Background: an optimization exercise with open tools, aiming at small area, a short achievable clock period and few clock cycles. Do not read the settings as production practice.
No run shown here included a check of the RTL's function; only the layout flow was run.
Power is estimated from default activity; no workload was simulated.

==> design/flow/design.v <==
module cpu (
  output [15:0] imem_addr,
  input  [15:0] imem_rdata,
  output [15:0] dmem_addr,
  input  [15:0] dmem_rdata,
  output [15:0] dmem_wdata,
  output        dmem_write,
  input         start,
  input         stop,
  input         CLK,
  input         RSTN
  );
  reg  [15:0] pc;         
  reg         run;        
  reg  [15:0] ir;         
  reg         rv;         
  reg  [15:0] ra, rb;     
  reg         e_st;       
  reg         e_wen;      
  reg         e_mlt;      
  reg         e_ml2;      
  reg  [15:0] mq;         
  reg         e_ld, e_sgt;
  reg  [2:0]  e_dst;
  reg  [127:0] rf;        
  reg  [7:0]  zf;         
  reg         e_add;      
  wire [1:0] op = ir[15:14];
  wire [2:0] fd = ir[13:11];
  wire [2:0] fs = ir[10:8];
  wire [2:0] ft = ir[7:5];
  wire [4:0] fn = ir[4:0];
  wire [15:0] imm = {{8{ir[7]}}, ir[7:0]};
  wire op0   = (op == 2'b00);
  wire d_st  = op0 & (fd == 3'b000) & (fn == 5'b00000);
  wire d_ld  = op0 & (ft == 3'b000) & (fn == 5'b00001);
  wire d_add = op0 & (fn == 5'b00010);
  wire d_sgt = op0 & (fn == 5'b00100);
  wire d_mlt = op0 & (fn == 5'b00101);
  wire d_li  = (op == 2'b01) & (fs == 3'b000);
  wire d_b   = (op == 2'b10) & (fd == 3'b000) & (fs == 3'b000);
  wire d_bnz = (op == 2'b10) & (fd == 3'b001);
  wire d_bz  = (op == 2'b10) & (fd == 3'b010);
  wire [15:0] sum = ra + rb;
  reg [15:0] cg, cl;
  integer q, r;
  always @* begin
    cg = ra & ~rb;
    cl = ~ra & rb;
    for (q = 1; q < 16; q = q * 2)
      for (r = 15; r >= 0; r = r - 1)
        if ((r % (2 * q)) == (2 * q - 1)) begin
          cg[r] = cg[r] | (~cl[r] & cg[r - q]);
          cl[r] = cl[r] | (~cg[r] & cl[r - q]);
        end
  end
  wire gt = cg[15];
  wire [15:0] res = ({16{e_ld}} & dmem_rdata) | {16{e_sgt & gt}} | ({16{e_add}} & sum);
  wire z_add = ((ra ^ rb) == {ra[14:0] | rb[14:0], 1'b0});
  wire z_ld  = (dmem_rdata == 16'h0000);
  wire z_ex  = e_ld ? z_ld : e_sgt ? ~gt : z_add;
  wire [15:0] m1_s, m1_c, m2_s, m2_c;
  wire as1 = (rb[0] & ra[6]) ^ (rb[1] & ra[5]);
  wire ac2 = (rb[0] & ra[6]) & (rb[1] & ra[5]);
  wire as3 = (rb[0] & ra[7]) ^ (rb[1] & ra[6]) ^ (rb[2] & ra[5]);
  wire ac4 = ((rb[0] & ra[7]) & (rb[1] & ra[6])) | ((rb[0] & ra[7]) & (rb[2] & ra[5])) | ((rb[1] & ra[6]) & (rb[2] & ra[5]));
  wire as5 = (rb[3] & ra[4]) ^ (rb[4] & ra[3]);
  wire ac6 = (rb[3] & ra[4]) & (rb[4] & ra[3]);
  wire as7 = (rb[0] & ra[8]) ^ (rb[1] & ra[7]) ^ (rb[2] & ra[6]);
  wire ac8 = ((rb[0] & ra[8]) & (rb[1] & ra[7])) | ((rb[0] & ra[8]) & (rb[2] & ra[6])) | ((rb[1] & ra[7]) & (rb[2] & ra[6]));
  wire as9 = (rb[3] & ra[5]) ^ (rb[4] & ra[4]) ^ (rb[5] & ra[3]);
  wire ac10 = ((rb[3] & ra[5]) & (rb[4] & ra[4])) | ((rb[3] & ra[5]) & (rb[5] & ra[3])) | ((rb[4] & ra[4]) & (rb[5] & ra[3]));
  wire as11 = (rb[0] & ra[9]) ^ (rb[1] & ra[8]) ^ (rb[2] & ra[7]);
  wire ac12 = ((rb[0] & ra[9]) & (rb[1] & ra[8])) | ((rb[0] & ra[9]) & (rb[2] & ra[7])) | ((rb[1] & ra[8]) & (rb[2] & ra[7]));
  wire as13 = (rb[3] & ra[6]) ^ (rb[4] & ra[5]) ^ (rb[5] & ra[4]);
  wire ac14 = ((rb[3] & ra[6]) & (rb[4] & ra[5])) | ((rb[3] & ra[6]) & (rb[5] & ra[4])) | ((rb[4] & ra[5]) & (rb[5] & ra[4]));
  wire as15 = (rb[0] & ra[10]) ^ (rb[1] & ra[9]) ^ (rb[2] & ra[8]);
  wire ac16 = ((rb[0] & ra[10]) & (rb[1] & ra[9])) | ((rb[0] & ra[10]) & (rb[2] & ra[8])) | ((rb[1] & ra[9]) & (rb[2] & ra[8]));
  wire as17 = (rb[3] & ra[7]) ^ (rb[4] & ra[6]) ^ (rb[5] & ra[5]);
  wire ac18 = ((rb[3] & ra[7]) & (rb[4] & ra[6])) | ((rb[3] & ra[7]) & (rb[5] & ra[5])) | ((rb[4] & ra[6]) & (rb[5] & ra[5]));
  wire as19 = (rb[0] & ra[11]) ^ (rb[1] & ra[10]) ^ (rb[2] & ra[9]);
  wire ac20 = ((rb[0] & ra[11]) & (rb[1] & ra[10])) | ((rb[0] & ra[11]) & (rb[2] & ra[9])) | ((rb[1] & ra[10]) & (rb[2] & ra[9]));
  wire as21 = (rb[3] & ra[8]) ^ (rb[4] & ra[7]) ^ (rb[5] & ra[6]);
  wire ac22 = ((rb[3] & ra[8]) & (rb[4] & ra[7])) | ((rb[3] & ra[8]) & (rb[5] & ra[6])) | ((rb[4] & ra[7]) & (rb[5] & ra[6]));
  wire as23 = (rb[0] & ra[12]) ^ (rb[1] & ra[11]) ^ (rb[2] & ra[10]);
  wire ac24 = ((rb[0] & ra[12]) & (rb[1] & ra[11])) | ((rb[0] & ra[12]) & (rb[2] & ra[10])) | ((rb[1] & ra[11]) & (rb[2] & ra[10]));
  wire as25 = (rb[3] & ra[9]) ^ (rb[4] & ra[8]) ^ (rb[5] & ra[7]);
  wire ac26 = ((rb[3] & ra[9]) & (rb[4] & ra[8])) | ((rb[3] & ra[9]) & (rb[5] & ra[7])) | ((rb[4] & ra[8]) & (rb[5] & ra[7]));
  wire as27 = (rb[0] & ra[13]) ^ (rb[1] & ra[12]) ^ (rb[2] & ra[11]);
  wire ac28 = ((rb[0] & ra[13]) & (rb[1] & ra[12])) | ((rb[0] & ra[13]) & (rb[2] & ra[11])) | ((rb[1] & ra[12]) & (rb[2] & ra[11]));
  wire as29 = (rb[3] & ra[10]) ^ (rb[4] & ra[9]) ^ (rb[5] & ra[8]);
  wire ac30 = ((rb[3] & ra[10]) & (rb[4] & ra[9])) | ((rb[3] & ra[10]) & (rb[5] & ra[8])) | ((rb[4] & ra[9]) & (rb[5] & ra[8]));
  wire as31 = (rb[0] & ra[14]) ^ (rb[1] & ra[13]) ^ (rb[2] & ra[12]);
  wire ac32 = ((rb[0] & ra[14]) & (rb[1] & ra[13])) | ((rb[0] & ra[14]) & (rb[2] & ra[12])) | ((rb[1] & ra[13]) & (rb[2] & ra[12]));
  wire as33 = (rb[3] & ra[11]) ^ (rb[4] & ra[10]) ^ (rb[5] & ra[9]);
  wire ac34 = ((rb[3] & ra[11]) & (rb[4] & ra[10])) | ((rb[3] & ra[11]) & (rb[5] & ra[9])) | ((rb[4] & ra[10]) & (rb[5] & ra[9]));
  wire as35 = (rb[0] & ra[15]) ^ (rb[1] & ra[14]) ^ (rb[2] & ra[13]);
  wire as37 = (rb[3] & ra[12]) ^ (rb[4] & ra[11]) ^ (rb[5] & ra[10]);
  wire as39 = (rb[0] & ra[4]) ^ (rb[1] & ra[3]);
  wire ac40 = (rb[0] & ra[4]) & (rb[1] & ra[3]);
  wire as41 = (rb[0] & ra[5]) ^ (rb[1] & ra[4]) ^ (rb[2] & ra[3]);
  wire ac42 = ((rb[0] & ra[5]) & (rb[1] & ra[4])) | ((rb[0] & ra[5]) & (rb[2] & ra[3])) | ((rb[1] & ra[4]) & (rb[2] & ra[3]));
  wire as43 = (rb[3] & ra[2]) ^ (rb[4] & ra[1]);
  wire ac44 = (rb[3] & ra[2]) & (rb[4] & ra[1]);
  wire as45 = (rb[2] & ra[4]) ^ (rb[3] & ra[3]) ^ (rb[4] & ra[2]);
  wire ac46 = ((rb[2] & ra[4]) & (rb[3] & ra[3])) | ((rb[2] & ra[4]) & (rb[4] & ra[2])) | ((rb[3] & ra[3]) & (rb[4] & ra[2]));
  wire as47 = (rb[5] & ra[1]) ^ (rb[6] & ra[0]) ^ as1;
  wire ac48 = ((rb[5] & ra[1]) & (rb[6] & ra[0])) | ((rb[5] & ra[1]) & as1) | ((rb[6] & ra[0]) & as1);
  wire as49 = (rb[5] & ra[2]) ^ (rb[6] & ra[1]) ^ (rb[7] & ra[0]);
  wire ac50 = ((rb[5] & ra[2]) & (rb[6] & ra[1])) | ((rb[5] & ra[2]) & (rb[7] & ra[0])) | ((rb[6] & ra[1]) & (rb[7] & ra[0]));
  wire as51 = as3 ^ as5 ^ ac2;
  wire ac52 = (as3 & as5) | (as3 & ac2) | (as5 & ac2);
  wire as53 = (rb[6] & ra[2]) ^ (rb[7] & ra[1]) ^ as7;
  wire ac54 = ((rb[6] & ra[2]) & (rb[7] & ra[1])) | ((rb[6] & ra[2]) & as7) | ((rb[7] & ra[1]) & as7);
  wire as55 = as9 ^ ac4 ^ ac6;
  wire ac56 = (as9 & ac4) | (as9 & ac6) | (ac4 & ac6);
  wire as57 = (rb[6] & ra[3]) ^ (rb[7] & ra[2]) ^ as11;
  wire ac58 = ((rb[6] & ra[3]) & (rb[7] & ra[2])) | ((rb[6] & ra[3]) & as11) | ((rb[7] & ra[2]) & as11);
  wire as59 = as13 ^ ac8 ^ ac10;
  wire ac60 = (as13 & ac8) | (as13 & ac10) | (ac8 & ac10);
  wire as61 = (rb[6] & ra[4]) ^ (rb[7] & ra[3]) ^ as15;
  wire ac62 = ((rb[6] & ra[4]) & (rb[7] & ra[3])) | ((rb[6] & ra[4]) & as15) | ((rb[7] & ra[3]) & as15);
  wire as63 = as17 ^ ac12 ^ ac14;
  wire ac64 = (as17 & ac12) | (as17 & ac14) | (ac12 & ac14);
  wire as65 = (rb[6] & ra[5]) ^ (rb[7] & ra[4]) ^ as19;
  wire ac66 = ((rb[6] & ra[5]) & (rb[7] & ra[4])) | ((rb[6] & ra[5]) & as19) | ((rb[7] & ra[4]) & as19);
  wire as67 = as21 ^ ac16 ^ ac18;
  wire ac68 = (as21 & ac16) | (as21 & ac18) | (ac16 & ac18);
  wire as69 = (rb[6] & ra[6]) ^ (rb[7] & ra[5]) ^ as23;
  wire ac70 = ((rb[6] & ra[6]) & (rb[7] & ra[5])) | ((rb[6] & ra[6]) & as23) | ((rb[7] & ra[5]) & as23);
  wire as71 = as25 ^ ac20 ^ ac22;
  wire ac72 = (as25 & ac20) | (as25 & ac22) | (ac20 & ac22);
  wire as73 = (rb[6] & ra[7]) ^ (rb[7] & ra[6]) ^ as27;
  wire ac74 = ((rb[6] & ra[7]) & (rb[7] & ra[6])) | ((rb[6] & ra[7]) & as27) | ((rb[7] & ra[6]) & as27);
  wire as75 = as29 ^ ac24 ^ ac26;
  wire ac76 = (as29 & ac24) | (as29 & ac26) | (ac24 & ac26);
  wire as77 = (rb[6] & ra[8]) ^ (rb[7] & ra[7]) ^ as31;
  wire ac78 = ((rb[6] & ra[8]) & (rb[7] & ra[7])) | ((rb[6] & ra[8]) & as31) | ((rb[7] & ra[7]) & as31);
  wire as79 = as33 ^ ac28 ^ ac30;
  wire ac80 = (as33 & ac28) | (as33 & ac30) | (ac28 & ac30);
  wire as81 = (rb[6] & ra[9]) ^ (rb[7] & ra[8]) ^ as35;
  wire as83 = as37 ^ ac32 ^ ac34;
  wire as85 = (rb[0] & ra[3]) ^ (rb[1] & ra[2]);
  wire ac86 = (rb[0] & ra[3]) & (rb[1] & ra[2]);
  wire as87 = (rb[2] & ra[2]) ^ (rb[3] & ra[1]) ^ (rb[4] & ra[0]);
  wire ac88 = ((rb[2] & ra[2]) & (rb[3] & ra[1])) | ((rb[2] & ra[2]) & (rb[4] & ra[0])) | ((rb[3] & ra[1]) & (rb[4] & ra[0]));
  wire as89 = (rb[5] & ra[0]) ^ as41 ^ as43;
  wire ac90 = ((rb[5] & ra[0]) & as41) | ((rb[5] & ra[0]) & as43) | (as41 & as43);
  wire as91 = as45 ^ as47 ^ ac42;
  wire ac92 = (as45 & as47) | (as45 & ac42) | (as47 & ac42);
  wire as93 = as49 ^ as51 ^ ac46;
  wire ac94 = (as49 & as51) | (as49 & ac46) | (as51 & ac46);
  wire as95 = as53 ^ as55 ^ ac50;
  wire ac96 = (as53 & as55) | (as53 & ac50) | (as55 & ac50);
  wire as97 = as57 ^ as59 ^ ac54;
  wire ac98 = (as57 & as59) | (as57 & ac54) | (as59 & ac54);
  wire as99 = as61 ^ as63 ^ ac58;
  wire ac100 = (as61 & as63) | (as61 & ac58) | (as63 & ac58);
  wire as101 = as65 ^ as67 ^ ac62;
  wire ac102 = (as65 & as67) | (as65 & ac62) | (as67 & ac62);
  wire as103 = as69 ^ as71 ^ ac66;
  wire ac104 = (as69 & as71) | (as69 & ac66) | (as71 & ac66);
  wire as105 = as73 ^ as75 ^ ac70;
  wire ac106 = (as73 & as75) | (as73 & ac70) | (as75 & ac70);
  wire as107 = as77 ^ as79 ^ ac74;
  wire ac108 = (as77 & as79) | (as77 & ac74) | (as79 & ac74);
  wire as109 = as81 ^ as83 ^ ac78;
  wire as111 = (rb[0] & ra[2]) ^ (rb[1] & ra[1]);
  wire ac112 = (rb[0] & ra[2]) & (rb[1] & ra[1]);
  wire as113 = (rb[2] & ra[1]) ^ (rb[3] & ra[0]) ^ as85;
  wire ac114 = ((rb[2] & ra[1]) & (rb[3] & ra[0])) | ((rb[2] & ra[1]) & as85) | ((rb[3] & ra[0]) & as85);
  wire as115 = as39 ^ as87 ^ ac86;
  wire ac116 = (as39 & as87) | (as39 & ac86) | (as87 & ac86);
  wire as117 = ac40 ^ as89 ^ ac88;
  wire ac118 = (ac40 & as89) | (ac40 & ac88) | (as89 & ac88);
  wire as119 = ac44 ^ as91 ^ ac90;
  wire ac120 = (ac44 & as91) | (ac44 & ac90) | (as91 & ac90);
  wire as121 = ac48 ^ as93 ^ ac92;
  wire ac122 = (ac48 & as93) | (ac48 & ac92) | (as93 & ac92);
  wire as123 = ac52 ^ as95 ^ ac94;
  wire ac124 = (ac52 & as95) | (ac52 & ac94) | (as95 & ac94);
  wire as125 = ac56 ^ as97 ^ ac96;
  wire ac126 = (ac56 & as97) | (ac56 & ac96) | (as97 & ac96);
  wire as127 = ac60 ^ as99 ^ ac98;
  wire ac128 = (ac60 & as99) | (ac60 & ac98) | (as99 & ac98);
  wire as129 = ac64 ^ as101 ^ ac100;
  wire ac130 = (ac64 & as101) | (ac64 & ac100) | (as101 & ac100);
  wire as131 = ac68 ^ as103 ^ ac102;
  wire ac132 = (ac68 & as103) | (ac68 & ac102) | (as103 & ac102);
  wire as133 = ac72 ^ as105 ^ ac104;
  wire ac134 = (ac72 & as105) | (ac72 & ac104) | (as105 & ac104);
  wire as135 = ac76 ^ as107 ^ ac106;
  wire ac136 = (ac76 & as107) | (ac76 & ac106) | (as107 & ac106);
  wire as137 = ac80 ^ as109 ^ ac108;
  assign m1_s = {as137, as135, as133, as131, as129, as127, as125, as123, as121, as119, as117, as115, as113, (rb[2] & ra[0]), (rb[0] & ra[1]), (rb[0] & ra[0])};
  assign m1_c = {ac136, ac134, ac132, ac130, ac128, ac126, ac124, ac122, ac120, ac118, ac116, ac114, ac112, as111, (rb[1] & ra[0]), 1'b0};
  wire bs139 = ra[15] ^ rb[15];
  wire bs141 = ra[12] ^ rb[12];
  wire bc142 = ra[12] & rb[12];
  wire bs143 = ra[13] ^ rb[13] ^ (mq[0] & mq[13]);
  wire bc144 = (ra[13] & rb[13]) | (ra[13] & (mq[0] & mq[13])) | (rb[13] & (mq[0] & mq[13]));
  wire bs145 = (mq[1] & mq[12]) ^ (mq[2] & mq[11]);
  wire bc146 = (mq[1] & mq[12]) & (mq[2] & mq[11]);
  wire bs147 = ra[14] ^ rb[14] ^ (mq[0] & mq[14]);
  wire bc148 = (ra[14] & rb[14]) | (ra[14] & (mq[0] & mq[14])) | (rb[14] & (mq[0] & mq[14]));
  wire bs149 = (mq[1] & mq[13]) ^ (mq[2] & mq[12]) ^ (mq[3] & mq[11]);
  wire bc150 = ((mq[1] & mq[13]) & (mq[2] & mq[12])) | ((mq[1] & mq[13]) & (mq[3] & mq[11])) | ((mq[2] & mq[12]) & (mq[3] & mq[11]));
  wire bs151 = (mq[4] & mq[10]) ^ (mq[5] & mq[9]);
  wire bc152 = (mq[4] & mq[10]) & (mq[5] & mq[9]);
  wire bs153 = (mq[0] & mq[15]) ^ (mq[1] & mq[14]) ^ (mq[2] & mq[13]);
  wire bs155 = (mq[3] & mq[12]) ^ (mq[4] & mq[11]) ^ (mq[5] & mq[10]);
  wire bs157 = (mq[6] & mq[9]) ^ (mq[7] & mq[8]) ^ bs139;
  wire bs159 = ra[10] ^ rb[10];
  wire bc160 = ra[10] & rb[10];
  wire bs161 = ra[11] ^ rb[11] ^ (mq[0] & mq[11]);
  wire bc162 = (ra[11] & rb[11]) | (ra[11] & (mq[0] & mq[11])) | (rb[11] & (mq[0] & mq[11]));
  wire bs163 = (mq[1] & mq[10]) ^ (mq[2] & mq[9]);
  wire bc164 = (mq[1] & mq[10]) & (mq[2] & mq[9]);
  wire bs165 = (mq[0] & mq[12]) ^ (mq[1] & mq[11]) ^ (mq[2] & mq[10]);
  wire bc166 = ((mq[0] & mq[12]) & (mq[1] & mq[11])) | ((mq[0] & mq[12]) & (mq[2] & mq[10])) | ((mq[1] & mq[11]) & (mq[2] & mq[10]));
  wire bs167 = (mq[3] & mq[9]) ^ (mq[4] & mq[8]) ^ bs141;
  wire bc168 = ((mq[3] & mq[9]) & (mq[4] & mq[8])) | ((mq[3] & mq[9]) & bs141) | ((mq[4] & mq[8]) & bs141);
  wire bs169 = (mq[3] & mq[10]) ^ (mq[4] & mq[9]) ^ (mq[5] & mq[8]);
  wire bc170 = ((mq[3] & mq[10]) & (mq[4] & mq[9])) | ((mq[3] & mq[10]) & (mq[5] & mq[8])) | ((mq[4] & mq[9]) & (mq[5] & mq[8]));
  wire bs171 = bs143 ^ bs145 ^ bc142;
  wire bc172 = (bs143 & bs145) | (bs143 & bc142) | (bs145 & bc142);
  wire bs173 = (mq[6] & mq[8]) ^ bs147 ^ bs149;
  wire bc174 = ((mq[6] & mq[8]) & bs147) | ((mq[6] & mq[8]) & bs149) | (bs147 & bs149);
  wire bs175 = bs151 ^ bc144 ^ bc146;
  wire bc176 = (bs151 & bc144) | (bs151 & bc146) | (bc144 & bc146);
  wire bs177 = bs153 ^ bs155 ^ bs157;
  wire bs179 = bc148 ^ bc150 ^ bc152;
  wire bs181 = ra[9] ^ rb[9];
  wire bc182 = ra[9] & rb[9];
  wire bs183 = (mq[0] & mq[10]) ^ (mq[1] & mq[9]) ^ (mq[2] & mq[8]);
  wire bc184 = ((mq[0] & mq[10]) & (mq[1] & mq[9])) | ((mq[0] & mq[10]) & (mq[2] & mq[8])) | ((mq[1] & mq[9]) & (mq[2] & mq[8]));
  wire bs185 = (mq[3] & mq[8]) ^ bs161 ^ bs163;
  wire bc186 = ((mq[3] & mq[8]) & bs161) | ((mq[3] & mq[8]) & bs163) | (bs161 & bs163);
  wire bs187 = bs165 ^ bs167 ^ bc162;
  wire bc188 = (bs165 & bs167) | (bs165 & bc162) | (bs167 & bc162);
  wire bs189 = bs169 ^ bs171 ^ bc166;
  wire bc190 = (bs169 & bs171) | (bs169 & bc166) | (bs171 & bc166);
  wire bs191 = bs173 ^ bs175 ^ bc170;
  wire bc192 = (bs173 & bs175) | (bs173 & bc170) | (bs175 & bc170);
  wire bs193 = bs177 ^ bs179 ^ bc174;
  wire bs195 = ra[8] ^ rb[8];
  wire bc196 = ra[8] & rb[8];
  wire bs197 = (mq[0] & mq[9]) ^ (mq[1] & mq[8]) ^ bs181;
  wire bc198 = ((mq[0] & mq[9]) & (mq[1] & mq[8])) | ((mq[0] & mq[9]) & bs181) | ((mq[1] & mq[8]) & bs181);
  wire bs199 = bs159 ^ bs183 ^ bc182;
  wire bc200 = (bs159 & bs183) | (bs159 & bc182) | (bs183 & bc182);
  wire bs201 = bc160 ^ bs185 ^ bc184;
  wire bc202 = (bc160 & bs185) | (bc160 & bc184) | (bs185 & bc184);
  wire bs203 = bc164 ^ bs187 ^ bc186;
  wire bc204 = (bc164 & bs187) | (bc164 & bc186) | (bs187 & bc186);
  wire bs205 = bc168 ^ bs189 ^ bc188;
  wire bc206 = (bc168 & bs189) | (bc168 & bc188) | (bs189 & bc188);
  wire bs207 = bc172 ^ bs191 ^ bc190;
  wire bc208 = (bc172 & bs191) | (bc172 & bc190) | (bs191 & bc190);
  wire bs209 = bc176 ^ bs193 ^ bc192;
  assign m2_s = {bs209, bs207, bs205, bs203, bs201, bs199, bs197, (mq[0] & mq[8]), ra[7], ra[6], ra[5], ra[4], ra[3], ra[2], ra[1], ra[0]};
  assign m2_c = {bc208, bc206, bc204, bc202, bc200, bc198, bc196, bs195, rb[7], rb[6], rb[5], rb[4], rb[3], rb[2], rb[1], rb[0]};
  wire [15:0] rf_s = rf[{fs, 4'b0000} +: 16];
  wire [15:0] rf_t = rf[{ft, 4'b0000} +: 16];
  wire fwd_s = e_wen & (e_dst == fs);
  wire fwd_t = e_wen & (e_dst == ft);
  wire busy = e_mlt | e_ml2;
  wire sa_f = ~busy & ~d_li & fwd_s;
  wire sa_r = ~busy & ~d_li & ~fwd_s & ~zf[fs];
  wire sb_i = ~busy & d_li;
  wire sb_f = ~busy & ~d_li & fwd_t;
  wire sb_r = ~busy & ~d_li & ~fwd_t & ~zf[ft];
  wire [15:0] ra_d = ({16{e_mlt}} & m1_s) | ({16{e_ml2}} & m2_s) |
                     ({16{sa_f}} & res) | ({16{sa_r}} & rf_s);
  wire [15:0] rb_d = ({16{e_mlt}} & m1_c) | ({16{e_ml2}} & m2_c) |
                     ({16{sb_f}} & res) | ({16{sb_r}} & rf_t) | ({16{sb_i}} & imm);
  wire issue  = rv & run & ~busy;
  wire fetch  = ~rv | issue;
  wire tk1 = issue & (d_b | d_bz);
  wire tk0 = issue & (d_b | d_bnz);
  wire [8:0]  lo_t   = {1'b0, pc[7:0]} + {1'b0, ir[7:0]};
  wire [8:0]  lo_i   = {1'b0, pc[7:0]} + 9'd1;
  wire [7:0]  hi_inc = pc[15:8] + 8'd1;
  wire [7:0]  hi_dec = pc[15:8] - 8'd1;
  wire [15:0] pc_inc = {lo_i[8] ? hi_inc : pc[15:8], lo_i[7:0]};
  wire [15:0] target = {(lo_t[8] & ~ir[7]) ? hi_inc :
                        (~lo_t[8] & ir[7]) ? hi_dec : pc[15:8], lo_t[7:0]};
  wire [15:0] pc_n  = fetch ? pc_inc : pc;
  wire        redir = ~fwd_s ? (zf[fs] ? tk1 : tk0) : (z_ex ? tk1 : tk0);
  wire [15:0] pc_d  = redir ? target : pc_n;
  wire        rv_d  = ~redir & (rv | fetch);
  always @(posedge CLK or negedge RSTN) begin
    if (!RSTN) begin
      pc    <= 16'h0000;
      run   <= 1'b0;
      rv    <= 1'b0;
      e_st  <= 1'b0;
      e_wen <= 1'b0;
      e_mlt <= 1'b0;
      e_ml2 <= 1'b0;
      zf    <= 8'hff;
    end else begin
      if (start)
        run <= 1'b1;
      else if (stop)
        run <= 1'b0;
      pc <= pc_d;
      rv <= rv_d;
      e_st  <= issue & d_st;
      e_wen <= (issue & (d_ld | d_add | d_sgt | d_li)) | e_ml2;
      e_mlt <= issue & d_mlt;
      e_ml2 <= e_mlt;
      if (e_wen) begin
        zf[e_dst] <= z_ex;
      end
    end
  end
  always @(posedge CLK) begin
    if (fetch)
      ir <= imem_rdata;
    ra <= ra_d;
    rb <= rb_d;
    mq <= {ra[7:0], rb[15:8]};
    if (busy) begin
      e_ld  <= 1'b0;
      e_sgt <= 1'b0;
      e_add <= 1'b1;
    end else begin
      e_ld  <= d_ld;
      e_sgt <= d_sgt;
      e_add <= ~d_ld & ~d_sgt;
      e_dst <= fd;
    end
  end
  genvar i;
  generate
    for (i = 0; i < 8; i = i + 1) begin : g_rf
      always @(posedge CLK) begin
        if (e_wen && e_dst == i)
          rf[16*i +: 16] <= res;
      end
    end
  endgenerate
  assign imem_addr  = pc;
  assign dmem_addr  = ra;
  assign dmem_wdata = rb;
  assign dmem_write = e_st;
endmodule
==> design/flow/flow/run.sh <==
#!/bin/bash
# Standard layout, with plain buf_1 cells as the port buffers.
cp standard.sh standard_sh_copy.txt
export BUFFER_PORTS_ARGS="-buffer_cell sky130_fd_sc_hd__buf_1"
bash standard.sh > standard.log 2>&1
==> design/flow/standard.sh <==
#!/bin/bash
# synth_recipe.tcl (not shown) runs the flow's synth.tcl, then flattens the netlist and writes it again
# the make line also repeats each setting of config.mk as NAME=value (left out here)
make -C /OpenROAD-flow-scripts/flow DESIGN_CONFIG=/design/flow/config.mk WORK_HOME=/design/flow/orfs CLKGATE_MAP_FILE= SYNTH_SCRIPT=/design/flow/synth_recipe.tcl "${@:-finish}"
==> design/flow/config.mk <==
export PLATFORM = sky130hd
export DESIGN_NAME = cpu
export DESIGN_NICKNAME = cpu
export VERILOG_FILES = /design/flow/design.v
export SDC_FILE = /design/flow/constraint.sdc
export NUM_CORES = 4
export LEC_CHECK = 0
export CAP_MARGIN = 20
export CORE_MARGIN = 2
export CORE_UTILIZATION = 40
export CTS_BUF_LIST = sky130_fd_sc_hd__clkbuf_4 sky130_fd_sc_hd__clkbuf_8
export PLACE_DENSITY = 0.6
export SETUP_SLACK_MARGIN = 5
export SLEW_MARGIN = 20
export TNS_END_PERCENT = 0
==> design/flow/constraint.sdc <==
create_clock -name core_clock -period 8.0 [get_ports {CLK}]
set_input_delay 1.6000 -clock core_clock [delete_from_list [all_inputs] [get_ports {CLK}]]
set_output_delay 1.6000 -clock core_clock [all_outputs]
set_load 0.01 [all_outputs]
==> run summary, run 1 <==
- The number of flops mapped to enable cells by yosys is 147.
- The number of antenna diodes in the final layout is 0.
- For this configuration, the core starts out at a cell density of 40.3%.
- Measured on the finished design, the core utilization comes to 47.5%.
- Setup repair after global routing could not meet its margin everywhere.
- The reg-to-reg setup timing slack is 4.53 ns.
- The final number of hold-violating endpoints was 0.
- The clock root buffer is clkbuf_8.
- In this run the cell area of the synthesized design comes to 15000 sq um.
- The share of cells above drive strength 1 is 22.8%.
- The startpoint kind of the worst setup timing path is a primary input.
- The number of top-level pins is 85.
- The count of mapped cells out of synthesis is 1282.
- At the pin with the least slew margin, the transition time is 1.05 ns.
- Global routing consumed, over all layers together, 23.3% of the routing resources.
- The power per cell area is 240 nW/um^2.
- The number of global-route vias before repair is 11216.
- The die footprint is 39200 sq um.
- During placement, the flow inserted port buffers numbering 84.
- Dividing the detail-routed via count by the number of cells gives 5.77.
- Tracing the worst setup path back leads to its startpoint at dmem_rdata[14].
- The data required time at the worst endpoint is 8.45 ns.
- The worst path needs 3.48 ns of the cycle, external delays included.
- Summed over its instances, the top area cell type makes up 29.4% of the synthesized netlist area.
- After the first detailed-routing iteration, the DRC count stood at 988.
- The first global-routing pass estimated 68100 um of wire.
- The maximum net fanout on the critical path is 7.
- The instance count along the most critical hold path is 0.
- The number of maximum-capacitance constraint violations is 0.
- The number of nets handed over by synthesis was 1485.
- The number of antenna violations at the first check in global routing is 1.
- The worst register-to-register path begins at rb[2]$_DFF_P_.
- Compared with the post-synthesis result, the final layout area differs by 17.8%.
- At the end of the flow, the number of nets in the layout was 1620.
- The core region is 37300 sq um.
- The final routed wire length divided by cell count is 23.3 um.
- For this run, the number of Yosys warnings is 1.
- The capture instance of the worst register-to-register path is ra[9]$_DFF_P_.
- At the later pin of the worst-skew pair, clock insertion delay measures 0.57 ns.
- The clock net in this run drives a total of 228 sinks.
- The hold buffer count at cts is 0.
- The routed layout has 11071 vias.
- The switching share of power is 37.1%.
- Headroom to the max-slew limit came out at 30.3%.
- In this run the number of H-tree levels came out at 2.
- The share of total power in sequential cells is 38.5%.
- Sequential elements use 41.2% of the synthesized area.
- Adding up every negative setup slack in the final design gives 0 ns.
- Once detailed placement completed, the half-perimeter wirelength came to 31400 um.
- The maximum achievable frequency is 287 MHz.
- In the synthesized netlist the dominant register cell turns out to be edfxtp_1.
- The die boundary width is 198 um.
- The clock transition time at the flip-flop clock pins of the worst setup and hold paths is 0.07 ns.
- The total iterations of the first detailed-routing run is 5.
- Across the routed clock network, the largest skew measured is 0.0217 ns.
- The standard-cell row count is 71.
- The power spent charging and discharging nets is 1.58 mW.
- The largest voltage drop on the vdd net is 0.114 mV.
- The remaining design rule violation count is 0.
- The termination of the worst setup path is pc[10]$_DFFE_PN0P_.
- The tightest min-delay check is of the register to register type.
- Hold timing on the final database bottoms out at a slack of 0.434 ns.
- The number of CTS-inserted buffers is 38.
- The internal power component is 2.68 mW.
- In the synthesized netlist, the cells that appear most often are edfxtp_1, inv_1, nor2_1.
- Once placement finished, the instance area stood at 15900 sq um.
- The cell area after layout is 17700 sq um.
- The leakage power total is 6.60 nW.
- The most common cell in the netlist is edfxtp_1.
- The final number of max-transition violations is 0.
- Counting distinct cell types in the post-synthesis netlist gives 75.
- Once detail routing completed, the nets flagged for antenna violations numbered 0.
- Counting along the longest clock path gives a buffer depth of 3.
- The depth of the worst register-to-register path is 11.
- TritonCTS built the clock tree.
- In the synthesized netlist the async set-or-reset flop fraction comes to 13.2%.
- The number of failing setup endpoints in the final timing report is 0.
- The data arrival time of the critical path is 3.94 ns.
- Sorting the synthesized cells by area gives the leading types as edfxtp_1, fa_1, mux4_2.
- The critical path endpoint category is a register.
- The flow ran to the end and the layout has no timing, DRC or antenna violations.
- The total wirelength of the detailed-routed design is 44700 um.
- Dividing the final minimum period by the clock period gives 43.5%.
- The post-synthesis register bit count is 228.
- The vertical die dimension is 198 um.
- The average cell area after synthesis is 11.7 sq um.
- Entering global routing, the biggest net connects 39 pins.
- The congestion estimate from routability-driven global placement came to 0.981.
- The synthesized design spends more area on one cell type than any other, namely edfxtp_1.
- The sum of internal, switching and leakage power is 4.26 mW.
- Combinational cells account for 35.4% of the total power.
- The clock network accounts for 26.1% of the total power.
- The aggregate global routing overflow is 0.
- The worst setup path is of the primary input to register kind.
-- routing by layer --
metal	up-vias	part of all wire [%]	GRT usage (%)
met1	5506	40	30.1
met2	522	46	36.6
met5	-	0.027	0
met3	155	8.1	4.84
li1	4886	-	-
met4	2	6.1	13.6
-- power by group through the flow --
stage               logic [mW]  clock network [mW]  registers [mW]
floorplan                0.885                   0            1.59
global placement          1.27                   0            1.64
detailed placement        1.29                   0            1.65
CTS                       1.43                1.14            1.63
global route              1.64                1.19            1.65
finish                    1.50                1.11            1.64
-- how the worst min path moves through the flow --
stage,from,to,slack (ns)
after global routing,rb[13]$_DFF_P_,mq[5]$_DFF_P_,0.44
after floorplan,e_mlt$_DFF_PN0_,e_ml2$_DFF_PN0_,0.35
after detailed placement,rb[9]$_DFF_P_,mq[1]$_DFF_P_,0.43
after CTS,ra[2]$_DFF_P_,mq[10]$_DFF_P_,0.43
final,rb[13]$_DFF_P_,mq[5]$_DFF_P_,0.43
after global placement,rb[9]$_DFF_P_,mq[1]$_DFF_P_,0.43
-- sequential cells by signal (all words and copies together), names as in the netlist --
name / cells
e_wen: 1
e_ml2: 1
e_dst: 3
zf: 8
e_sgt: 1
rf: 128
e_st: 1
e_mlt: 1
e_add: 1
pc: 16
e_ld: 1
mq: 16
ir: 16
run: 1
rv: 1
rb: 16
ra: 16
-- metrics by stage --
step / setup WS [ns] / cells
after floorplan: 4.50 / 1282
after global placement: 3.57 / 1797
after detailed placement: 3.55 / 1797
after CTS: 4.57 / 1912
after global routing: 4.43 / 1920
final: 4.52 / 1920
-- repair_timing --
action | 4_1_cts | 5_1_grt
pin swaps | 22 | 22
gates cloned | 1 | 0
resized for setup | 121 | 46
endpoints found under the setup margin | 194 | 182
setup buffers | 45 | 8
-- logic make-up (layout without fill, tap and decap cells) --
family | count (synthesis) | after routing | synth area share, %
AND/OR/NAND/NOR | 352 | 352 | 11.2
flip-flops | 228 | 228 | 41.2
AO/OA/AOI/OAI | 196 | 196 | 9.18
buffers and inverters | 177 | 341 | 4.55
adder cells (fa/ha/maj) | 167 | 167 | 17.9
multiplexers | 90 | 90 | 11.7
XOR/XNOR | 72 | 72 | 4.19
-- critical path: stages --
cell and delay (ns):
buf_8 0.10, nor4b_4 0.40, nand4_1 0.21, o41ai_4 0.37, a221oi_2 0.12, a31o_1 0.28, buf_12 0.15, buf_8 0.13
buf_4 0.13, nor3b_1 0.18, o21bai_1 0.11, xnor2_1 0.12
-- area by class of cell --
class,count,area (sq um)
Fill cell,3332,19600
Multi-Input combinational cell,877,8610
Sequential cell,228,6270
Timing Repair Buffer,150,923
Clock buffer,50,632
Tap cell,474,593
Inverter,122,515
Clock inverter,19,179
-- placed cells by master (no fill, tap or decap), drive strengths merged, types with 8 or more instances in the layout --
master and instances:
dfstp 8, a21oi 33, nand4 12, edfxtp 147, clkinv 18, o21a 8
nor2 110, clkbuf 51, buf 148, o21ai 44, inv 109, nor2b 8
nand2 97, and3 13, o221ai 13, o22ai 8, ha 87, nand3 19
clkinvlp 11, fa 80, a221oi 18, dfxtp 51, nor3 18, xor2 29
mux2i 17, a21o 10, xnor2 43, a311oi 12, and2 33, dfrtp 22
or3 8, nand2b 10, mux4 68
==> run 2, diff against run 1 <==
--- a/design/flow/design.v
+++ b/design/flow/design.v
@@ -14,6 +14,7 @@
   reg         run;        
   reg  [15:0] ir;         
   reg         rv;         
+  reg         ir_pred;    
   reg  [15:0] ra, rb;     
   reg         e_st;       
   reg         e_wen;      
@@ -276,18 +277,30 @@
                      ({16{sb_f}} & res) | ({16{sb_r}} & rf_t) | ({16{sb_i}} & imm);
   wire issue  = rv & run & ~busy;
   wire fetch  = ~rv | issue;
-  wire tk1 = issue & (d_b | d_bz);
-  wire tk0 = issue & (d_b | d_bnz);
+  wire tk1 = d_b | d_bz;
+  wire tk0 = d_b | d_bnz;
+  wire rd1 = issue & (ir_pred ? ~tk1 : tk1);
+  wire rd0 = issue & (ir_pred ? ~tk0 : tk0);
   wire [8:0]  lo_t   = {1'b0, pc[7:0]} + {1'b0, ir[7:0]};
+  wire [8:0]  lo_f   = {1'b0, pc[7:0]} - {1'b0, ir[7:0]};
   wire [8:0]  lo_i   = {1'b0, pc[7:0]} + 9'd1;
   wire [7:0]  hi_inc = pc[15:8] + 8'd1;
   wire [7:0]  hi_dec = pc[15:8] - 8'd1;
   wire [15:0] pc_inc = {lo_i[8] ? hi_inc : pc[15:8], lo_i[7:0]};
   wire [15:0] target = {(lo_t[8] & ~ir[7]) ? hi_inc :
                         (~lo_t[8] & ir[7]) ? hi_dec : pc[15:8], lo_t[7:0]};
-  wire [15:0] pc_n  = fetch ? pc_inc : pc;
-  wire        redir = ~fwd_s ? (zf[fs] ? tk1 : tk0) : (z_ex ? tk1 : tk0);
-  wire [15:0] pc_d  = redir ? target : pc_n;
+  wire [15:0] fall   = {(~lo_f[8] & ir[7]) ? hi_inc :
+                        (lo_f[8] & ~ir[7]) ? hi_dec : pc[15:8], lo_f[7:0]};
+  wire [15:0] raddr  = ir_pred ? fall : target;
+  wire [15:0] iw     = imem_rdata;
+  wire        i_pred = (iw[15:14] == 2'b10) & ((iw[13:8] == 6'b000000) |
+                       (iw[7] & ((iw[13:11] == 3'b001) | (iw[13:11] == 3'b010))));
+  wire [8:0]  lo_p   = {1'b0, pc[7:0]} + {1'b0, iw[7:0]} + 9'd1;
+  wire [15:0] ptgt   = {(lo_p[8] & ~iw[7]) ? hi_inc :
+                        (~lo_p[8] & iw[7]) ? hi_dec : pc[15:8], lo_p[7:0]};
+  wire [15:0] pc_n  = ~fetch ? pc : i_pred ? ptgt : pc_inc;
+  wire        redir = ~fwd_s ? (zf[fs] ? rd1 : rd0) : (z_ex ? rd1 : rd0);
+  wire [15:0] pc_d  = redir ? raddr : pc_n;
   wire        rv_d  = ~redir & (rv | fetch);
   always @(posedge CLK or negedge RSTN) begin
     if (!RSTN) begin
@@ -316,8 +329,10 @@
     end
   end
   always @(posedge CLK) begin
-    if (fetch)
-      ir <= imem_rdata;
+    if (fetch) begin
+      ir      <= imem_rdata;
+      ir_pred <= i_pred;
+    end
     ra <= ra_d;
     rb <= rb_d;
     mq <= {ra[7:0], rb[15:8]};
==> run 2 against run 1 <==
- critical path depth unchanged
- non-clock buffer count down 35
- cell count up 6.0%
- hold slack better by 0.017 ns
- clock-buffer cell count up 8
- via count up 3.2%
- sequential power up 4%
- area after synthesis up 4.8%
- setup slack worse by 0.35 ns
- global-route usage down 0.86 points
- sequential cell count up 1
==> run summary, run 2 <==
- The die boundary width is 202 um.
- The leakage power total is 6.78 nW.
- The sum of internal, switching and leakage power is 4.65 mW.
- In the layout the commonest cells are edfxtp_1, inv_1, nand2_1.
- Synthesis handed over a netlist of 1385 instances.
- The number of nets in the synthesized netlist is 1609.
- The number of flip-flops in the largest register is 128.
- The global placement routability congestion is 0.957.
- On the final layout, the worst clock skew is 0.0200 ns.
- The fraction of the cycle the final worst path needs is 47.9%.
- The clock transition time at the flip-flop clock pins of the worst setup and hold paths is 0.06 ns.
- The vertical die dimension is 202 um.
- The data required time at the worst endpoint is 8.49 ns.
- The post-route netlist has 18.1% of its cells at a drive strength greater than 1.
- Detailed routing inserted a total of 11424 vias.
- The starting utilization of the core area is 40.7%.
- The number of sinks driven by the clock tree is 229.
- Setup violations remaining at the end of the flow were counted as 0.
- In this run the power density over the cells is 259 nW/um^2.
- The critical path endpoint category is a register.
- For the final routed database, the setup TNS stands at 0 ns.
- The register with the highest flop count is rf.
- The most used flip-flop cell after synthesis is edfxtp_1.
- TritonCTS built the clock tree.
- The footprint of the flip-flops and latches is 6280 sq um.
- The area growth from synthesis to layout is 13.8%.
- The maximum net fanout on the critical path is 9.
- The slew at the pin with the worst max-slew slack is 1.11 ns.
- Buffers inserted during clock tree synthesis total 41.
- After floorplanning, the core was sized to cover 38700 sq um.
- Of the synthesized area, sequential elements account for 39.5%.
- Summed over all layers, the global routing overflow is 0.
- The mapped netlist covers 15800 sq um.
- Setup repair after global routing could not meet its margin everywhere.
- The clock root buffer is clkbuf_8.
- The final number of max-transition violations is 0.
- The class of the tightest hold or removal check is register to register.
- The number of global-route vias before repair was 11716.
- Yosys attributes the largest share of cell area to edfxtp_1, fa_1, mux4_2.
- The library cell used most frequently in the layout, excluding fill and tap cells, is edfxtp_1.
- The longest clock path from root to sink contains 3 buffers.
- By count the netlist is led by edfxtp_1, inv_1, nand2_1.
- The post-detailed-route count of antenna-violating nets is 0.
- The start-to-end type of the worst setup path is primary input to register.
- The layout has 3589 filler cells.
- Synthesis inferred 229 register bits.
- Port buffering added 84 buffers.
- The standard-cell row count is 72.
- The number of flops mapped to enable cells by yosys is 148.
- The depth of the CTS H-tree is 2.
- The tightest slew margin relative to the limit is 26.0%.
- The largest area contributor in the synthesized netlist is edfxtp_1.
- A synthesized cell averages 11.4 sq um.
- In the global route stage, overall resource usage came out at 22.5%.
- The final routed wire length divided by cell count is 22.5 um.
- The HPWL after detailed placement is 32900 um.
- The most common cell in the netlist is edfxtp_1.
- The run finished with no timing, DRC or antenna violations.
- The floorplan step defined a die boundary enclosing 41000 sq um.
- The area taken by multi-input logic gates is 9030 sq um.
- The final number of hold-violating endpoints is 0.
- The number of antenna diodes in the final layout is 0.
- In the final design database the tool counted 1709 nets.
- The number of top-level pins is 85.
- After clock tree synthesis, the flow added hold-fix buffers numbering 0.
- After detailed routing, the number of remaining DRC violations is 0.
- The insertion delay of the later-clocked pin in the worst-skew pair is 0.56 ns.
- The number of antenna violations at the first check in global routing is 0.
- The first global-routing pass estimated 70100 um of wire.
- The total iterations of the first detailed-routing run is 7.
- Synthesis instantiated 68 different standard cells from the library.
- Across the VDD grid, the largest voltage drop is 0.100 mV.
- After the first detailed-routing iteration, the DRC count stood at 1114.
- For this run, the number of Yosys warnings is 1.
- The number of maximum-capacitance constraint violations is 0.
- STA classifies the critical path startpoint as a primary input.
- The data arrival time of the critical path is 4.32 ns.
- After detailed routing, the number of vias per cell comes to 5.61.
- The total wirelength of the detailed-routed design is 45800 um.
- Static timing analysis puts the maximum clock frequency at 261 MHz.
- The fraction of post-synthesis cell area in the top cell type by area is 28.2%.
- Entering global routing, the biggest net connects 40 pins.
- The final critical path time including I/O delays and setup is 3.83 ns.
- The share of async-settable or async-resettable flops after synthesis is 13.1%.
## run 2: cell count changes in the layout (fill, tap and decap cells not counted), sizes merged, moves of 6 or more
cell    delta
buf       -34
clkbuf     +8
o21bai     +6
nor3       +6
mux2i      +7
xnor2     +11
or2        +6
o21ai      +8
inv       +19
nand2     +18
o22ai      +6
ha        +19
## run 2: routing by layer
layer | wire length (um) | vias up | global-route usage, %
met2 | 21300 | 457 | 35.8
met4 | 1620 | 0 | 8.63
met5 | 0 | - | 0
met3 | 3720 | 89 | 4.32
li1 | - | 5147 | -
met1 | 19100 | 5731 | 30.5
## run 2: path summary, 6_finish.rpt
check                                     from                 end  slack, ns  cells after the start
worst max-delay path             dmem_rdata[7]  pc[10]$_DFFE_PN0P_       4.17                     12
worst min-delay path            rb[15]$_DFF_P_       mq[7]$_DFF_P_       0.45                      0
worst max register to register   ra[0]$_DFF_P_  pc[10]$_DFFE_PN0P_       4.21                     13
worst min register to register  rb[15]$_DFF_P_       mq[7]$_DFF_P_       0.45                      0
max in group asynchronous                 RSTN   pc[1]$_DFFE_PN0P_       6.30                      1
min in group asynchronous                 RSTN  pc[12]$_DFFE_PN0P_       1.14                      1
## run 2: area by class of cell
| cell class | count | area share (%) |
|---|---|---|
| clock buffers | 58 | 4.00 |
| multi-input cells | 962 | 50.4 |
| inverters | 136 | 3.05 |
| repair buffers | 115 | 3.13 |
| flip-flops and latches | 229 | 35.0 |
| clock inverters | 18 | 0.810 |
| well taps | 518 | 3.62 |
## run 2: repair_timing
item | CTS | global route
buffers inserted | 5 | 15
resized for setup | 42 | 54
pin swaps | 3 | 16
setup endpoints to repair | 193 | 189
## run 2: power by group
part           internal (mW)  switching, mW  total [mW]
Sequential              1.46          0.243        1.71
Combinational          0.735           1.06        1.79
Clock                  0.649          0.505        1.15
## run 2: worst max-delay path, cell delays in order
cell and delay (ns):
buf_1 0.21, nor4_4 0.38, nand3_1 0.17, nor4_4 0.25
buf_4 0.19, or3_1 0.12, mux2i_2 0.10, or3_4 0.42
and3_4 0.22, or3b_1 0.36, a21oi_2 0.14, xor2_1 0.14
## run 2: per-stage QoR
| stage | util [%] | hold WS [ns] | instance area, sq um | std cells | worst slack, ns |
|---|---|---|---|---|---|
| 6_report | 46.3 | 0.451 | 17900 | 2036 | 4.17 |
| 2_1_floorplan | - | 0.352 | 15800 | 1385 | 3.87 |
| 5_1_grt | 46.3 | 0.460 | 17900 | 2036 | 4.08 |
| 3_3_place_gp | 42.8 | 0.425 | 16600 | 1940 | 3.06 |
| 4_1_cts | 45.5 | 0.447 | 17600 | 2021 | 4.11 |
| 3_5_place_dp | 42.8 | 0.431 | 16600 | 1940 | 2.89 |
## run 2: cells by family after synthesis
family	count (synthesis)	share of synthesized area (%)
mux	97	11.6
flops	229	39.5
buf+inv	194	4.69
simple gates	373	11.0
xor+xnor	86	4.78
fa+ha+maj	188	18.8
compound gates	218	9.53
==> run 3, diff against run 2 <==
--- a/design/flow/design.v
+++ b/design/flow/design.v
@@ -14,7 +14,9 @@
   reg         run;        
   reg  [15:0] ir;         
   reg         rv;         
+  reg  [15:0] tgt;        
   reg         ir_pred;    
+  reg         use_tgt;    
   reg  [15:0] ra, rb;     
   reg         e_st;       
   reg         e_wen;      
@@ -58,8 +60,7 @@
   wire gt = cg[15];
   wire [15:0] res = ({16{e_ld}} & dmem_rdata) | {16{e_sgt & gt}} | ({16{e_add}} & sum);
   wire z_add = ((ra ^ rb) == {ra[14:0] | rb[14:0], 1'b0});
-  wire z_ld  = (dmem_rdata == 16'h0000);
-  wire z_ex  = e_ld ? z_ld : e_sgt ? ~gt : z_add;
+  wire z_ex  = e_sgt ? ~gt : z_add;
   wire [15:0] m1_s, m1_c, m2_s, m2_c;
   wire as1 = (rb[0] & ra[6]) ^ (rb[1] & ra[5]);
   wire ac2 = (rb[0] & ra[6]) & (rb[1] & ra[5]);
@@ -275,38 +276,40 @@
                      ({16{sa_f}} & res) | ({16{sa_r}} & rf_s);
   wire [15:0] rb_d = ({16{e_mlt}} & m1_c) | ({16{e_ml2}} & m2_c) |
                      ({16{sb_f}} & res) | ({16{sb_r}} & rf_t) | ({16{sb_i}} & imm);
-  wire issue  = rv & run & ~busy;
+  wire hazard = (d_bnz | d_bz) & e_wen & e_ld & (e_dst == fs);
+  wire issue  = rv & run & ~busy & ~hazard;
   wire fetch  = ~rv | issue;
   wire tk1 = d_b | d_bz;
   wire tk0 = d_b | d_bnz;
   wire rd1 = issue & (ir_pred ? ~tk1 : tk1);
   wire rd0 = issue & (ir_pred ? ~tk0 : tk0);
-  wire [8:0]  lo_t   = {1'b0, pc[7:0]} + {1'b0, ir[7:0]};
-  wire [8:0]  lo_f   = {1'b0, pc[7:0]} - {1'b0, ir[7:0]};
-  wire [8:0]  lo_i   = {1'b0, pc[7:0]} + 9'd1;
-  wire [7:0]  hi_inc = pc[15:8] + 8'd1;
-  wire [7:0]  hi_dec = pc[15:8] - 8'd1;
-  wire [15:0] pc_inc = {lo_i[8] ? hi_inc : pc[15:8], lo_i[7:0]};
-  wire [15:0] target = {(lo_t[8] & ~ir[7]) ? hi_inc :
-                        (~lo_t[8] & ir[7]) ? hi_dec : pc[15:8], lo_t[7:0]};
-  wire [15:0] fall   = {(~lo_f[8] & ir[7]) ? hi_inc :
-                        (lo_f[8] & ~ir[7]) ? hi_dec : pc[15:8], lo_f[7:0]};
-  wire [15:0] raddr  = ir_pred ? fall : target;
+  wire [15:0] fa     = use_tgt ? tgt : pc;
   wire [15:0] iw     = imem_rdata;
   wire        i_pred = (iw[15:14] == 2'b10) & ((iw[13:8] == 6'b000000) |
                        (iw[7] & ((iw[13:11] == 3'b001) | (iw[13:11] == 3'b010))));
-  wire [8:0]  lo_p   = {1'b0, pc[7:0]} + {1'b0, iw[7:0]} + 9'd1;
-  wire [15:0] ptgt   = {(lo_p[8] & ~iw[7]) ? hi_inc :
-                        (~lo_p[8] & iw[7]) ? hi_dec : pc[15:8], lo_p[7:0]};
-  wire [15:0] pc_n  = ~fetch ? pc : i_pred ? ptgt : pc_inc;
-  wire        redir = ~fwd_s ? (zf[fs] ? rd1 : rd0) : (z_ex ? rd1 : rd0);
-  wire [15:0] pc_d  = redir ? raddr : pc_n;
-  wire        rv_d  = ~redir & (rv | fetch);
+  wire [8:0]  lo_i   = {1'b0, fa[7:0]} + 9'd1;
+  wire [8:0]  lo_t   = {1'b0, fa[7:0]} + {1'b0, iw[7:0]} + 9'd1;
+  wire [7:0]  hi_inc = fa[15:8] + 8'd1;
+  wire [7:0]  hi_dec = fa[15:8] - 8'd1;
+  wire [15:0] fa_inc = {lo_i[8] ? hi_inc : fa[15:8], lo_i[7:0]};
+  wire [15:0] i_tgt  = {(lo_t[8] & ~iw[7]) ? hi_inc :
+                        (~lo_t[8] & iw[7]) ? hi_dec : fa[15:8], lo_t[7:0]};
+  wire [15:0] raddr = ir_pred ? pc : tgt;
+  wire [15:0] pc_n  = fetch ? fa_inc : pc;
+  wire [15:0] pc_z1 = rd1 ? raddr : pc_n;
+  wire [15:0] pc_z0 = rd0 ? raddr : pc_n;
+  wire        rv_z1 = ~rd1 & (rv | fetch);
+  wire        rv_z0 = ~rd0 & (rv | fetch);
+  wire [15:0] pc_r  = zf[fs] ? pc_z1 : pc_z0;
+  wire        rv_r  = zf[fs] ? rv_z1 : rv_z0;
+  wire [15:0] pc_d  = ~fwd_s ? pc_r : z_ex ? pc_z1 : pc_z0;
+  wire        rv_d  = ~fwd_s ? rv_r : z_ex ? rv_z1 : rv_z0;
   always @(posedge CLK or negedge RSTN) begin
     if (!RSTN) begin
       pc    <= 16'h0000;
       run   <= 1'b0;
       rv    <= 1'b0;
+      use_tgt <= 1'b0;
       e_st  <= 1'b0;
       e_wen <= 1'b0;
       e_mlt <= 1'b0;
@@ -319,19 +322,21 @@
         run <= 1'b0;
       pc <= pc_d;
       rv <= rv_d;
+      use_tgt <= rv_d & (fetch ? i_pred : ir_pred);
       e_st  <= issue & d_st;
       e_wen <= (issue & (d_ld | d_add | d_sgt | d_li)) | e_ml2;
       e_mlt <= issue & d_mlt;
       e_ml2 <= e_mlt;
       if (e_wen) begin
-        zf[e_dst] <= z_ex;
+        zf[e_dst]   <= e_ld ? (dmem_rdata == 16'h0000) : z_ex;
       end
     end
   end
   always @(posedge CLK) begin
     if (fetch) begin
-      ir      <= imem_rdata;
+      ir      <= iw;
       ir_pred <= i_pred;
+      tgt     <= i_tgt;
     end
     ra <= ra_d;
     rb <= rb_d;
@@ -356,7 +361,7 @@
       end
     end
   endgenerate
-  assign imem_addr  = pc;
+  assign imem_addr  = fa;
   assign dmem_addr  = ra;
   assign dmem_wdata = rb;
   assign dmem_write = e_st;
==> design/flow/flow/run.sh (replaced) <==
#!/bin/bash
# The standard layout (standard.sh), except that the port buffers are
# plain buf_1 cells rather than the delay buffers buffer_ports picks itself.
set -euo pipefail
export BUFFER_PORTS_ARGS="-buffer_cell sky130_fd_sc_hd__buf_1"
bash standard.sh > standard.log 2>&1
==> run 3 against run 2 <==
- clock power about the same
- clock-buffer cell count down 1
- synthesized cell count up 0.43%
- final area up 5.6%
- fmax up 8.8%
- first-iteration DRC count down 12%
- clock skew up 0.010 ns
- sequential share of layout area up 0.79 points
- global-route usage up 0.33 points
- sequential cell count up 17
- setup slack better by 0.31 ns
==> run summary, run 3 <==
- The flow ran to the end and the layout has no timing, DRC or antenna violations.
- The start-to-end type of the worst setup path is primary input to register.
- The core region is 39900 sq um.
- Buffers inserted during clock tree synthesis total 43.
- The number of global-route vias before repair came to 12135.
- The number of failing setup endpoints in the final timing report is 0.
- The leakage power total is 7.17 nW.
- Entering global routing, the biggest net connects 39 pins.
- Summed over all instances, the cell type with the most area after synthesis is edfxtp_1.
- Counting flops per register, the top entry is rf.
- The slew at the pin with the worst max-slew slack is 1.13 ns.
- The worst setup path is launched from a primary input.
- The unique cell type count in the Yosys netlist is 78.
- The clock root buffer is clkbuf_8.
- The fraction of the cycle the final worst path needs is 44.0%.
- In the synthesized netlist, the number of instances is 1391.
- The share of total power in sequential cells is 33.8%.
- The clock net in this run drives a total of 246 sinks.
- In this run the power density over the cells is 302 nW/um^2.
- During placement, the flow inserted port buffers numbering 84.
- After synthesis the netlist holds a flip-flop and latch count of 246.
- The sequential cells in the finished layout cover a total of 6780 sq um.
- The insertion delay of the later-clocked pin in the worst-skew pair is 0.57 ns.
- By area the synthesized netlist is led by edfxtp_1, fa_1, mux4_2.
- Data on the critical path arrives at its endpoint at 3.85 ns.
- The worst-case setup slack after placement is 3.56 ns.
- The die footprint is 42200 sq um.
- Along the worst path, the maximum fanout reaches 4.
- The number of fillers in the final layout is 3584.
- During I/O placement, the number of pins put on the boundary was 85.
- The diode insertion count for antenna repair is 0.
- Using the TritonRoute via totals, the vias-per-cell ratio works out to 5.72.
- The register with the most flip-flops in the layout has 128 of them.
- The die is 205 um wide.
- Dividing the detail-routed wire length by the instance count gives 22.8 um.
- Once the floorplan was initialized, standard cells occupied 40.7% of the core.
- Measured against its own limit, the worst slew margin works out to 24.6%.
- Summing the sequential cell areas from Yosys gives 41.4% of the chip area.
- The H-tree was split into 2 levels.
- The most instantiated flip-flop cell in the synthesis netlist is edfxtp_1.
- The clock tree buffer depth is 3.
- The net count reported at finish is 1745.
- The class of the tightest hold or removal check is register to register.
- The critical path endpoint category is a register.
- The number of antenna violations at the first check in global routing is 1.
- Clock-pin slew was measured on the worst setup and hold paths at 0.06 ns.
- The share of total power dissipated in the clock network is 19.6%.
- The initialized floorplan defines 73 standard-cell rows.
- The global placement routability congestion is 0.933.
- The setup TNS is 0 ns.
- The area growth from synthesis to layout is 16.7%.
- Leaving out fill and tap cells, the most frequent cells in the layout are edfxtp_1, inv_1, nand2_1.
- In the synthesized netlist, the cells that appear most often are edfxtp_1, inv_1, nand2_1.
- The wire length of the first global-routing pass is 72500 um.
- The maximum achievable frequency is 284 MHz.
- The total iterations of the first detailed-routing run is 6.
- The vertical die dimension is 205 um.
- After legalization and detailed placement, the total HPWL measured 33600 um.
- The area taken by multi-input logic gates is 9050 sq um.
- The switching share of power is 39.8%.
- The top cell type by area accounts for 30.2% of the synthesized area.
- When the netlist entered floorplanning its net count stood at 1595.
- By instance count, the leading cell after synthesis is edfxtp_1.
- The final number of max-transition violations is 0.
- The hold buffer count at cts is 0.
- Setup repair after global routing could not meet its margin everywhere.
- For this run, the number of Yosys warnings is 1.
- The average cell area after synthesis is 11.7 sq um.
- Across the run, the number of max-cap violations was 0.
- The post-detailed-route count of antenna-violating nets is 0.
- The post-route netlist has 21.5% of its cells at a drive strength greater than 1.
- Yosys mapped a number of flops with a built-in enable equal to 163.
- The combined area of all synthesized cells is 16200 sq um.
- The total wirelength of the detailed-routed design is 47800 um.
- The TritonCTS clock tree is done.
- For this run, asynchronously set or reset flops after synthesis account for 12.6%.
- Combinational logic burns 46.6% of the power.
- The data required time at the worst endpoint is 8.33 ns.
- The number of vias after detailed routing is 11994.
- Across every metal layer, demand over resource in global routing totals 22.8%.
- In this run, the number of DRC markers left after iteration 0 of detailed routing was 978.
- The worst hold slack is 0.438 ns.
- The internal power component is 3.44 mW.
- The most common library cell in the layout ignoring fill and taps is edfxtp_1.
- Across the routed clock network, the largest skew measured is 0.0304 ns.
- The aggregate global routing overflow is 0.
- Summed over all nets, the switching power comes to 2.27 mW.
- After detailed routing, the number of remaining DRC violations is 0.
- The post-route worst setup slack is 4.48 ns.
- The final critical path time including I/O delays and setup is 3.52 ns.
- IR analysis of the VDD net gives a maximum drop of 0.103 mV.
- The final number of hold-violating endpoints came to 0.
-- run 3: cell families (layout without fill, tap and decap cells) --
logic type | after synthesis | after routing | synth area share (%)
compound gates | 222 | 222 | 10.5
xor+xnor | 86 | 86 | 4.64
fa+ha+maj | 170 | 170 | 16.8
buf+inv | 205 | 385 | 4.90
flops | 246 | 246 | 41.4
mux | 99 | 99 | 11.4
simple gates | 363 | 363 | 10.4
-- run 3: repair_timing --
action | CTS | global route
gates resized for setup | 121 | 10
setup endpoints to repair | 220 | 211
pin swaps | 17 | 1
setup buffers | 54 | 9
cloned | 2 | 0
-- run 3: critical path, cell delays in order --
cell,delay [ns]
buf_8,0.11
inv_12,0.04
ha_4,0.12
inv_2,0.04
fa_2,0.38
a21o_1,0.20
a21oi_2,0.15
nor2b_1,0.07
o21a_1,0.22
o41ai_4,0.22
buf_4,0.20
nand2_4,0.08
o41ai_4,0.32
xnor2_1,0.11
-- run 3: area by class of cell --
class                   count  share of cell area [%]
clock buffers              57                    3.88
clock inverters            18                   0.449
inverters                 146                    3.17
multi-input cells         940                    47.8
flip-flops and latches    246                    35.8
well taps                 525                    3.47
repair buffers            163                    5.38
repair inverters            1                  0.0264
-- run 3: power by group through the flow --
stage	combinational (mW)	sequential, mW	clock (mW)
final	2.66	1.93	1.12
after floorplan	1.71	1.83	0
after detailed placement	2.32	1.92	0
after CTS	2.61	1.92	1.14
after global routing	2.94	1.94	1.20
after global placement	2.29	1.92	0
-- run 3: final timing paths --
check                           slack (ns)      startpoint                 to  depth (start not counted)
min in group asynchronous             1.13            RSTN     e_st$_DFF_PN0_                          1
worst max-delay path                  4.48   imem_rdata[0]  tgt[15]$_DFFE_PN_                         14
worst max register to register        4.54   rb[7]$_DFF_P_   rf[84]$_DFFE_PP_                         11
worst min-delay path                  0.44  rb[15]$_DFF_P_      mq[7]$_DFF_P_                          0
max in group asynchronous             6.23            RSTN  use_tgt$_DFF_PN0_                          1
worst min register to register        0.44  rb[15]$_DFF_P_      mq[7]$_DFF_P_                          0
-- run 3: layer usage --
| layer | up-vias | routed length [um] | track usage, % |
|---|---|---|---|
| met5 | - | 0 | 0 |
| met3 | 99 | 3650 | 4.45 |
| met4 | 0 | 1610 | 7.94 |
| li1 | 5312 | - | - |
| met2 | 454 | 23000 | 37.9 |
| met1 | 6129 | 19600 | 29.8 |
-- run 3: stage by stage --
step	area (sq um)	cells	util, %	power (mW)
3_3_place_gp	17100	1956	42.9	4.21
4_1_cts	18800	2087	47.2	5.68
3_5_place_dp	17100	1956	42.9	4.24
6_report	18900	2096	47.4	5.71
5_1_grt	18900	2096	47.4	6.08
2_1_floorplan	16300	1391	-	3.53

afterwards: timing with drivers on the ports:
No port has a modelled driver above. Below, the same layouts with a new extraction and two added sets of constraints. Step 1 (the two cells are an assumption about what drives the block):
set clk [get_ports {CLK}]
set_driving_cell -lib_cell sky130_fd_sc_hd__clkbuf_16 $clk
set_driving_cell -lib_cell sky130_fd_sc_hd__buf_2 [delete_from_list [all_inputs] $clk]
Step 2 adds t to the input delays and takes it off the output delays; t is the mean of the earliest and latest rising clock arrival at the registers after step 1. Input paths then give back, and output paths get back, about the clock's delay inside the block. Slacks: ideal ports / drivers / drivers and shift; pairs: ideal ports / drivers.
run | t, ns | setup WS [ns] | latest minus earliest clock arrival (ns) | pins driven straight from the clock port
run 1 | 0.606 | 4.517 / 4.521 / 3.915 | 0.021 / 0.022 | 1
run 2 | 0.603 | 4.165 / 4.179 / 3.576 | 0.025 / 0.026 | 1
run 3 | 0.612 | 4.476 / 4.484 / 3.872 | 0.037 / 0.036 | 1
After both steps every run listed still meets setup and hold. For run 3, which loses most, drivers alone change the setup slack by +0.008 ns; drivers and shift together by -0.604 ns.
